From an optimization exercise on the open Yosys and OpenROAD flow, aimed at small area and a short achievable clock period; shortcuts taken in it are not production practice. At most, simulation tests tie the RTL to the original design; equivalence was not proved. No activity file was given, so power comes from the tool's default toggle rates.

==> run E: inputs <==
==> flow/design.v (excerpt) <==
module OnboardTop(
    input   [15:0]  SW,
    output  [15:0]  LED,
    input           RST,
    input           JB_TCK,
    input           JB_TMS,
    input           JB_TDI,
    output          JB_TDO,
    output          JA_1,
    output          JA_2,
    output          JA_3,
    output          JA_4,
    output          JA_5,
    output          JC_1,
    output          JC_2,
    output          JC_3,
    output          JC_4
    );
==> module TMemory, before the edit <==
module TMemory(
    input           clk,
    input           rst,
    input           rst_n,       
    input  [3:0]    we4,         
    input  [15:0]   hi,          
    input  [15:0]   lo,          
    input  [31:0]   lo_n,        
    input  [7:0]    write_data,
    input           par,
    output [7:0]    read_raw
    );
    localparam integer NWORDS = 256;
    localparam integer NINIT  = 109;
    localparam [NINIT*8-1:0] INIT = {
        256'h4C6FB3A128F532FAFDC0E5FD0017D40E5C54FB5CD49E2BF1A4931D3AC7AEA9EC,
        256'h0902C0251609522DD8BBA80AEF965CD4FE965C549B86C0F53A373886C025A66F,
        256'hD3285517F4F5325517A4E35CA4C36FB3F1CEC21704090200670220FDC0F5329A,
        104'hF0A12BA1C8F1A4B31186F0B102
    };
    wire [7:0] c_wr  = write_data ^ {8{par}};
    wire [7:0] c_one = rst ? {8{~par}} : c_wr;      
    wire [7:0] c_zer = rst ? {8{par}}  : c_wr;      
    reg  [NWORDS*8-1:0] MEM;
    wire [15:0]         whi;
    wire [NWORDS-1:0]   wen;         
    wire [NWORDS-1:0]   keep;        
    genvar k, j;
    generate
        for (k = 0; k < 16; k = k + 1) begin : g_whi
            assign whi[k] = hi[k] & we4[k / 4];
        end
        for (k = 0; k < NWORDS; k = k + 1) begin : g_word
            if (k < NINIT) begin : g_init
                assign wen[k]  = (whi[k / 16] & ~lo_n[(k / 128) * 16 + k % 16]) | rst;
                assign keep[k] = ~(whi[k / 16] & lo[k % 16]) & rst_n;
                for (j = 0; j < 8; j = j + 1) begin : g_bit
                    wire c = INIT[k*8+j] ? c_one[j] : c_zer[j];
                    always @(posedge clk)
                        MEM[k*8+j] <= ~((wen[k] | MEM[k*8+j]) & (keep[k] | c));
                end
            end else begin : g_plain
                assign wen[k]  = whi[k / 16] & ~lo_n[(k / 128) * 16 + k % 16];
                assign keep[k] = ~(whi[k / 16] & lo[k % 16]);
                for (j = 0; j < 8; j = j + 1) begin : g_bit
                    always @(posedge clk)
                        MEM[k*8+j] <= ~((wen[k] | MEM[k*8+j]) & (keep[k] | c_wr[j]));
                end
            end
        end
        for (j = 0; j < 8; j = j + 1) begin : g_rd
            wire [15:0] g_n;
            genvar i, w;
            for (i = 0; i < 16; i = i + 1) begin : g_grp
                wire [15:0] m;
                for (w = 0; w < 16; w = w + 1) begin : g_m
                    assign m[w] = MEM[(16*i+w)*8+j];
                end
                TMemRead16 rd16(
                    .sel_n(lo_n[(i / 8) * 16 +: 16]),
                    .bits(m),
                    .grp(hi[i]),
                    .out_n(g_n[i])
                );
            end
            assign read_raw[j] = ~(&g_n);
        end
    endgenerate
endmodule
==> module TMemRead16, before the edit <==
module TMemRead16(
    input  [15:0]   sel_n,
    input  [15:0]   bits,
    input           grp,
    output          out_n
    );
    assign out_n = ~(grp & (&(sel_n | bits)));
endmodule
export LEC_CHECK = 0
export CAP_MARGIN = 20
export CORE_MARGIN = 2
export CORE_UTILIZATION = 70
export CTS_CLUSTER_DIAMETER = 80
export CTS_CLUSTER_SIZE = 30
export SETUP_SLACK_MARGIN = 4.0
export SLEW_MARGIN = 20
export SYNTH_HIERARCHICAL = 1
export SYNTH_MINIMUM_KEEP_SIZE = 0
create_clock -name core_clock -period 7.0 [get_ports {JB_TCK}]
run.sh (not shown) runs the stock make flow with config.mk's settings and CLKGATE_MAP_FILE= SYNTH_SCRIPT=/design/flow/synth_recipe.tcl, a recipe that flattens the netlist after the stock synthesis.
==> run Z (differences from run E) <==
--- a/flow/design.v
+++ b/flow/design.v
@@ -52,30 +52,17 @@
         end
         for (j = 0; j < 8; j = j + 1) begin : g_rd
-            wire [15:0] g_n;
+            wire [15:0] g;
             genvar i, w;
             for (i = 0; i < 16; i = i + 1) begin : g_grp
-                wire [15:0] m;
-                for (w = 0; w < 16; w = w + 1) begin : g_m
-                    assign m[w] = MEM[(16*i+w)*8+j];
+                wire [15:0] t;
+                for (w = 0; w < 16; w = w + 1) begin : g_t
+                    assign t[w] = lo_n[(i / 8) * 16 + w] | MEM[(16*i+w)*8+j];
                 end
-                TMemRead16 rd16(
-                    .sel_n(lo_n[(i / 8) * 16 +: 16]),
-                    .bits(m),
-                    .grp(hi[i]),
-                    .out_n(g_n[i])
-                );
+                assign g[i] = hi[i] & (&t);
             end
-            assign read_raw[j] = ~(&g_n);
+            assign read_raw[j] = |g;
         end
     endgenerate
 endmodule
-module TMemRead16(
-    input  [15:0]   sel_n,
-    input  [15:0]   bits,
-    input           grp,
-    output          out_n
-    );
-    assign out_n = ~(grp & (&(sel_n | bits)));
-endmodule
 `timescale 1ns / 1ps
 `timescale 1ns / 1ps
==> flow/flow/run.sh (new file) <==
#!/bin/bash
# Layout flow: the standard flow (standard.sh) with one step added after
# the standard synthesis: flow/rdtree.py rebuilds the memory read tree (the
# logic feeding the rdq registers) from sky130 cells in a balanced form, and
# yosys removes the old tree. Registers, their names and cell types are those
# of the standard synthesis. Each tool writes its output to a log here.
set -euo pipefail
here=$(pwd)
R=$here/orfs/results/sky130hd/OnboardTop/base
bash standard.sh synth > synth.log 2>&1
cp $R/1_2_yosys.v standard_synth.v
python3 flow/rdtree.py standard_synth.v patched.v > rdtree.log 2>&1
YOSYS=$FLOW_HOME/../tools/install/yosys/bin/yosys
LIB=$FLOW_HOME/platforms/sky130hd/lib/sky130_fd_sc_hd__tt_025C_1v80.lib
$YOSYS -p "read_liberty -lib $LIB; read_verilog patched.v; hierarchy -top OnboardTop; opt_clean -purge; stat -liberty $LIB; write_verilog -noattr -nohex -nodec $R/1_2_yosys.v" > yosys_patch.log 2>&1
rm -f $R/1_synth.odb $R/1_synth.sdc
bash standard.sh > layout.log 2>&1
==> flow/flow/rdtree.py (new file) <==
#!/usr/bin/env python3
"""Replace the memory read tree of the synthesized netlist.

The standard synthesis maps the read tree (the logic from the memory bits and
the one-hot address registers q_hi / q_lo_n to the rdq registers' D inputs)
with mixed single-leaf and paired cells. This script builds the same function
from sky130 cells in a fixed, balanced form, per data bit j:

  for each group i of 16 words (high address nibble i):
    8 x o22ai   : !((lo_n[w] | M[w]) & (lo_n[w+1] | M[w+1]))  (pairs of words)
    2 x nor4    : AND of 8 words' (lo_n | M)
    1 x nand3   : !(q_hi[i] & both halves)        -> group result, active low
  4 x nand4 + 1 x or4 : OR over the 16 groups    -> rd[j]

and points the rdq[j] D inputs at it. The old tree is left without loads;
yosys opt_clean removes it afterwards. Registers are not touched.

It also rebuilds the five JA outputs, JA = ja_q | (SW & sw_sel), as
nand2(nand2(SW, sw_sel), ~ja_q) so that the path from the SW input to the
JA output crosses two fast gates and no inverter.

usage: rdtree.py IN.v OUT.v
"""
import re, sys

src = open(sys.argv[1]).read()

def need(pat):
    if not re.search(pat, src):
        sys.exit('rdtree.py: not found in netlist: ' + pat)

for k in range(2048):
    need(r'\.Q\(\\tmem1\.MEM\[%d\] \)' % k)
for i in range(32):
    need(r'\.Q\(\\q_lo_n\[%d\] \)' % i)
for i in range(16):
    need(r'\.Q\(\\q_hi\[%d\] \)' % i)

wires, cells = [], []
cnt = [0]

def net():
    cnt[0] += 1
    n = '_rdt_n%05d_' % cnt[0]
    wires.append('  wire %s;' % n)
    return n

def cell(typ, pins):
    cnt[0] += 1
    body = ',\n'.join('    .%s(%s)' % (p, n) for p, n in pins)
    cells.append('  sky130_fd_sc_hd__%s _rdt_c%05d_ (\n%s\n  );' % (typ, cnt[0], body))

def mem(k): return '\\tmem1.MEM[%d] ' % k
def lon(i): return '\\q_lo_n[%d] ' % i
def hi(i): return '\\q_hi[%d] ' % i

rd = []
for j in range(8):
    gn = []
    for i in range(16):
        ys = []
        for p in range(8):
            w0, w1 = 2 * p, 2 * p + 1
            y = net()
            cell('o22ai_1', [('A1', lon((i // 8) * 16 + w0)), ('A2', mem((16 * i + w0) * 8 + j)),
                             ('B1', lon((i // 8) * 16 + w1)), ('B2', mem((16 * i + w1) * 8 + j)),
                             ('Y', y)])
            ys.append(y)
        a = net(); cell('nor4_1', [('A', ys[0]), ('B', ys[1]), ('C', ys[2]), ('D', ys[3]), ('Y', a)])
        b = net(); cell('nor4_1', [('A', ys[4]), ('B', ys[5]), ('C', ys[6]), ('D', ys[7]), ('Y', b)])
        g = net(); cell('nand3_1', [('A', hi(i)), ('B', a), ('C', b), ('Y', g)])
        gn.append(g)
    o = []
    for k in range(4):
        x = net()
        cell('nand4_1', [('A', gn[4*k]), ('B', gn[4*k+1]), ('C', gn[4*k+2]), ('D', gn[4*k+3]), ('Y', x)])
        o.append(x)
    r = net()
    cell('or4_1', [('A', o[0]), ('B', o[1]), ('C', o[2]), ('D', o[3]), ('X', r)])
    rd.append(r)

out = src
for j in range(8):
    pat = re.compile(r'(\\rdq\[%d\]\$_DFF_P_\s*\(\s*\.CLK\([^)]*\),\s*\.D\()([^)]*)(\))' % j)
    out, n = pat.subn(lambda m: m.group(1) + rd[j] + m.group(3), out)
    if n != 1:
        sys.exit('rdtree.py: rdq[%d] flip-flop not found' % j)

# JA outputs: JA_1..JA_5 carry bit 4..0, from SW[15..11]
need(r'\.Q\(sw_sel\)')
for k in range(5):
    need(r'\.Q\(\\ja_q\[%d\] \)' % k)
    port = 'JA_%d' % (5 - k)
    pat = re.compile(r'\.([XY])\(%s\)' % port)
    dead = net()
    out, n = pat.subn(lambda m: '.%s(%s)' % (m.group(1), dead), out)
    if n != 1:
        sys.exit('rdtree.py: driver of %s not found' % port)
    a = net(); cell('nand2_1', [('A', 'SW[%d]' % (11 + k)), ('B', 'sw_sel'), ('Y', a)])
    b = net(); cell('inv_1', [('A', '\\ja_q[%d] ' % k), ('Y', b)])
    cell('nand2_1', [('A', a), ('B', b), ('Y', port)])

i = out.rindex('endmodule')
out = out[:i] + '\n'.join(wires) + '\n' + '\n'.join(cells) + '\n' + out[i:]
open(sys.argv[2], 'w').write(out)
print('rdtree.py: %d cells added' % len(cells))
==> flow/standard.sh (new file) <==
#!/bin/bash
# synth_recipe.tcl (not shown) runs the flow's synth.tcl, then flattens the netlist and writes it again
# the make line also repeats each setting of config.mk as NAME=value (left out here)
make -C /OpenROAD-flow-scripts/flow DESIGN_CONFIG=/design/flow/config.mk WORK_HOME=/design/flow/orfs CLKGATE_MAP_FILE= SYNTH_SCRIPT=/design/flow/synth_recipe.tcl "${@:-finish}"
- ABC_AREA: not set -> 1
- PLACE_DENSITY: not set -> 0.9
- SYNTH_HIERARCHICAL: 1 -> not set
- SYNTH_MINIMUM_KEEP_SIZE: 0 -> not set
removed: flow/run.sh
==> qor summary <==
item                                                                                  run Z                    run E
Status                                                              complete, no violations  complete, no violations
DP Cell Count                                                                          8802                     8893
Nonclk inv count                                                                        180                       26
Layout Cells excl Fill                                                                 8942                     9054
Number of buffer and inverter instances along the worst setup path                        1                        2
Reported combinational group power                                                  6.52 mW                  2.06 mW
Maximum fanout count along the critical path                                             72                        6
Mean cell area of the mapped netlist                                              9.76 um^2                10.0 um^2
Met3 routed WL                                                                     38200 um                 30600 um
Total global routing track utilization                                                0.434                    0.433
Antenna cells                                                                             8                        3
Switching power total                                                               9.59 mW                  5.70 mW
WHS Endpoint                                                                tmem1.MEM[1628]          tmem1.MEM[1002]
Worst IR Drop VDD                                                                    428 uV                   251 uV
Only the layout flow was run in run E; the RTL was not checked for function there.

==> port drivers added, routing unchanged <==
How much do the figures lean on ideal ports? The routed layouts below were timed once more, with nothing changed but the port constraints.
Step 1, drivers: a clkbuf_16 drives JB_TCK and a buf_2 each remaining input, both assumed.
Step 2 adds t to the input delays and takes it off the output delays; t is the mean of the earliest and latest rising clock arrival at the registers after step 1. Input paths then give back, and output paths get back, about the clock's delay inside the block.
Three values: ideal, step 1, step 2; two values: the first two.
run	t (ns)	setup slack, ns	hold WS [ns]	worst setup path at the end	latest minus earliest clock arrival (ns)
run E	0.807	3.706 / 3.733 / 2.926	0.432 / 0.432 / 0.432	input to register	0.044 / 0.043
run Z	0.792	3.822 / 3.822 / 3.344	0.462 / 0.462 / 0.462	input to register	0.044 / 0.044
After both steps every run listed still meets setup and hold. For run E, which loses most, drivers alone change the setup slack by +0.027 ns; drivers and shift together by -0.780 ns.
